What follows belongs to an exercise in optimizing a design on an open flow for small area; a production flow would make more cautious choices. Function was checked by simulation only, so behaviour that the tests miss may differ from the original. The clock input has no modelled driver; a real chip could not lean on it and would need a root buffer or a full tree. Power is estimated from default activity; no workload was simulated.

==> flow/design.v <==
module UART_top #(parameter debounce_period_Hz = 10000,
                  parameter clk_divisor = 868,
                  parameter num_bits = 8,
                  parameter parity = 0)
(
  input  logic       clk,
  input  logic       RSTn,
  input  logic       start,
  input  logic [7:0] data_in,
  output logic [7:0] data_out,
  input  logic       RX,
  output logic       TX
);
logic        s1, s2, thr, en, btn;
logic [13:0] dq;
wire [13:0] dl     = dq ^ 14'h2aaa;
wire        d_x    = s1 ^ s2;
wire        d_last = (dl == 14'h1560);
wire [13:0] d_sh   = {dl[12:0], ^(dl & 14'h2001)};
wire [13:0] d_nx   = thr ? 14'h3ffe : (d_x && !d_last) ? 14'h3fff : d_sh;
always_ff @(posedge clk or negedge RSTn)
  if (!RSTn) begin
    s1 <= 1'b0; s2 <= 1'b0; thr <= 1'b0; en <= 1'b0; btn <= 1'b0; dq <= 14'h1554;
  end else begin
    s1  <= start;
    s2  <= s1;
    thr <= d_last;
    en  <= thr;
    if (en) btn <= s2;
    dq  <= d_nx ^ 14'h2aaa;
  end
logic o1, o2;
always_ff @(posedge clk or negedge RSTn)
  if (!RSTn) begin o1 <= 1'b0; o2 <= 1'b0; end
  else begin o1 <= btn; o2 <= o1; end
wire pe = o1 & ~o2;
localparam logic [3:0] HALF = 4'd15, IDLE = 4'd10;
function automatic logic [3:0] inc4(input logic [3:0] k, input logic a);
  inc4 = k ^ {a & k[2] & k[1] & k[0], a & k[1] & k[0], a & k[0], a};
endfunction
logic [3:0] tk;
logic [9:0] tc;
logic       txr, pre, f;
wire [9:0] tl     = tc ^ 10'h2aa;
wire       t_term = (tl == 10'h155);
wire       t_idle = tk[3] & tk[1] & ~tk[0];
wire       t_stop = tk[3] & ~tk[1] & tk[0];
wire       t_acc  = pe & (t_idle | (t_stop & t_term));
wire [9:0] t_sh   = {tl[8:0], ^(tl & 10'h240)};
wire [9:0] t_nx   = t_acc ? 10'h20f : t_term ? 10'h4 : t_sh;
wire       par    = ^data_in;
always_comb
  if (tk[3]) f = ~tk[2] & (tk[0] | par);    
  else       f = data_in[tk[2:0]];
always_ff @(posedge clk) begin
  pre <= f;
  tc  <= t_nx ^ 10'h2aa;
end
always_ff @(posedge clk or negedge RSTn)
  if (!RSTn) begin
    tk <= IDLE; txr <= 1'b1;
  end else begin
    if (t_term && !t_idle) txr <= pre;
    if (t_acc) tk <= HALF;
    else       tk <= inc4(tk, t_term & ~t_idle);
  end
assign TX = txr;
logic       sr;
logic [3:0] rk;
logic [9:0] rc;
logic [7:0] dout;
wire [9:0] rl     = rc ^ 10'h2aa;
wire       r_term = (rl == 10'h155);
wire       r_idle = rk[3] & rk[1] & ~rk[0];
wire       r_acc  = r_idle & ~sr;
wire [9:0] r_sh   = {rl[8:0], ^(rl & 10'h240)};
wire [9:0] r_nx   = r_acc ? 10'h1f : r_term ? 10'h4 : r_sh;
always_ff @(posedge clk) rc <= r_nx ^ 10'h2aa;
always_ff @(posedge clk or negedge RSTn)
  if (!RSTn) begin
    sr <= 1'b1; rk <= IDLE; dout <= 8'd0;
  end else begin
    sr <= RX;
    if (r_acc) rk <= HALF;
    else       rk <= inc4(rk, r_term & ~r_idle);
    for (int i = 0; i < 8; i++)
      if (r_term && rk == i) dout[i] <= sr;
  end
assign data_out = dout;
endmodule
export LEC_CHECK = 0
export CAP_MARGIN = 20
export CORE_MARGIN = 2
export CORE_UTILIZATION = 70
export CTS_BUF_LIST = sky130_fd_sc_hd__clkbuf_4 sky130_fd_sc_hd__clkbuf_8
export CTS_CLUSTER_DIAMETER = 500
export CTS_CLUSTER_SIZE = 100
export SLEW_MARGIN = 20
create_clock -name core_clock -period 10.0 [get_ports {clk}]
standard.sh (not shown) runs the stock make flow with config.mk's settings and CLKGATE_MAP_FILE= SYNTH_SCRIPT=/design/flow/synth_recipe.tcl, a recipe that flattens the netlist after the stock synthesis.
==> flow/flow/run.sh <==
#!/bin/bash
# The standard layout (standard.sh) with two changes:
#  - the ports are buffered with the smallest buffer, sky130_fd_sc_hd__buf_1;
#  - the clock tree is one level of clock buffers (flow/cts_pre.tcl) instead
#    of TritonCTS's H-tree.
# Each step's full log is in orfs/logs/; make's own output goes to standard.log.
set -euo pipefail
here=$(pwd)
export BUFFER_PORTS_ARGS="-buffer_cell sky130_fd_sc_hd__buf_1"
export PRE_CTS_TCL="$here/flow/cts_pre.tcl"
bash standard.sh finish > standard.log 2>&1
Other scripts of this flow, unchanged in this note and not shown: flow/flow/cts_pre.tcl
The baseline produced a clean layout.
==> next run, changes <==
--- a/flow/flow/run.sh
+++ b/flow/flow/run.sh
@@ -2 +2,4 @@
-# The standard layout (standard.sh) with two changes:
+# The standard layout (standard.sh) with these changes:
+#  - synthesis is the standard flow's script (synth_recipe.tcl) with ABC run on an
+#    area-oriented script (flow/abc_area.script); registers are mapped before
+#    ABC runs, so they are the standard synthesis's;
@@ -8,0 +12,4 @@
+cat flow/abc_hook.tcl synth_recipe.tcl > my_synth.tcl
+sed "s#SYNTH_SCRIPT=[^ ]*#SYNTH_SCRIPT=$here/my_synth.tcl#" standard.sh > my_standard.sh
+grep -q "SYNTH_SCRIPT=$here/my_synth.tcl" my_standard.sh
+export MY_ABC_SCRIPT="$here/flow/abc_area.script"
@@ -11 +18 @@
-bash standard.sh finish > standard.log 2>&1
+bash my_standard.sh finish > standard.log 2>&1
==> flow/flow/abc_area.script (new file) <==
strash
ifraig
dc2
balance
dc2
dch -f
amap -F 8 -A 8
topo
==> flow/flow/abc_hook.tcl (new file) <==
# Run ABC with flow/abc_area.script (area-oriented mapping) in place of the
# script ORFS picks; everything else in the synthesis is the standard flow's own.
proc abc { args } {
  set i [lsearch -exact $args -script]
  if { $i >= 0 } { lset args [expr {$i + 1}] $::env(MY_ABC_SCRIPT) }
  yosys abc {*}$args
}
What happened:
- global-route usage came out lower by 1.2 points
- worst hold slack gets better by 3.7 ps
- cell count came out higher by 4.7%
- core utilization came out lower by 0.73 points
- sequential power is about the same
- total power came out lower by 1.8%
In every run of this note, the design's own scripts or RTL, not TritonCTS, make the clock network.

## afterwards: timing with drivers on the ports
In the flow no input, the clock included, has a driving cell. The finished layouts below were timed again as built, in two steps.
Step 1 sets driving cells, clkbuf_16 on the clock port and buf_2 on the other inputs (assumed; they add their load-dependent delay and slew).
Step 2 moves the port delays by t, midway between the first and last clock arrival at a register: inputs arrive t later, outputs are due t later. That takes back most of the time a late clock gives input paths.
a / b / c = ideal / step 1 / step 2; a / b = the first two.
| run | shift t [ns] | slack for setup (ns) | worst hold slack (ns) | latest minus earliest clock arrival (ns) | worst slew at a driven data input, ns |
|---|---|---|---|---|---|
| the first run | 0.209 | 7.023 / 7.047 / 6.838 | 0.388 / 0.388 / 0.388 | 0.003 / 0.003 | 0.03 |
| the second run | 0.205 | 7.034 / 7.052 / 6.847 | 0.392 / 0.392 / 0.392 | 0.006 / 0.006 | 0.03 |
After both steps setup and hold are still met in every run listed. For the second run, which loses most, drivers alone change the setup slack by +0.018 ns; drivers and shift together by -0.187 ns.
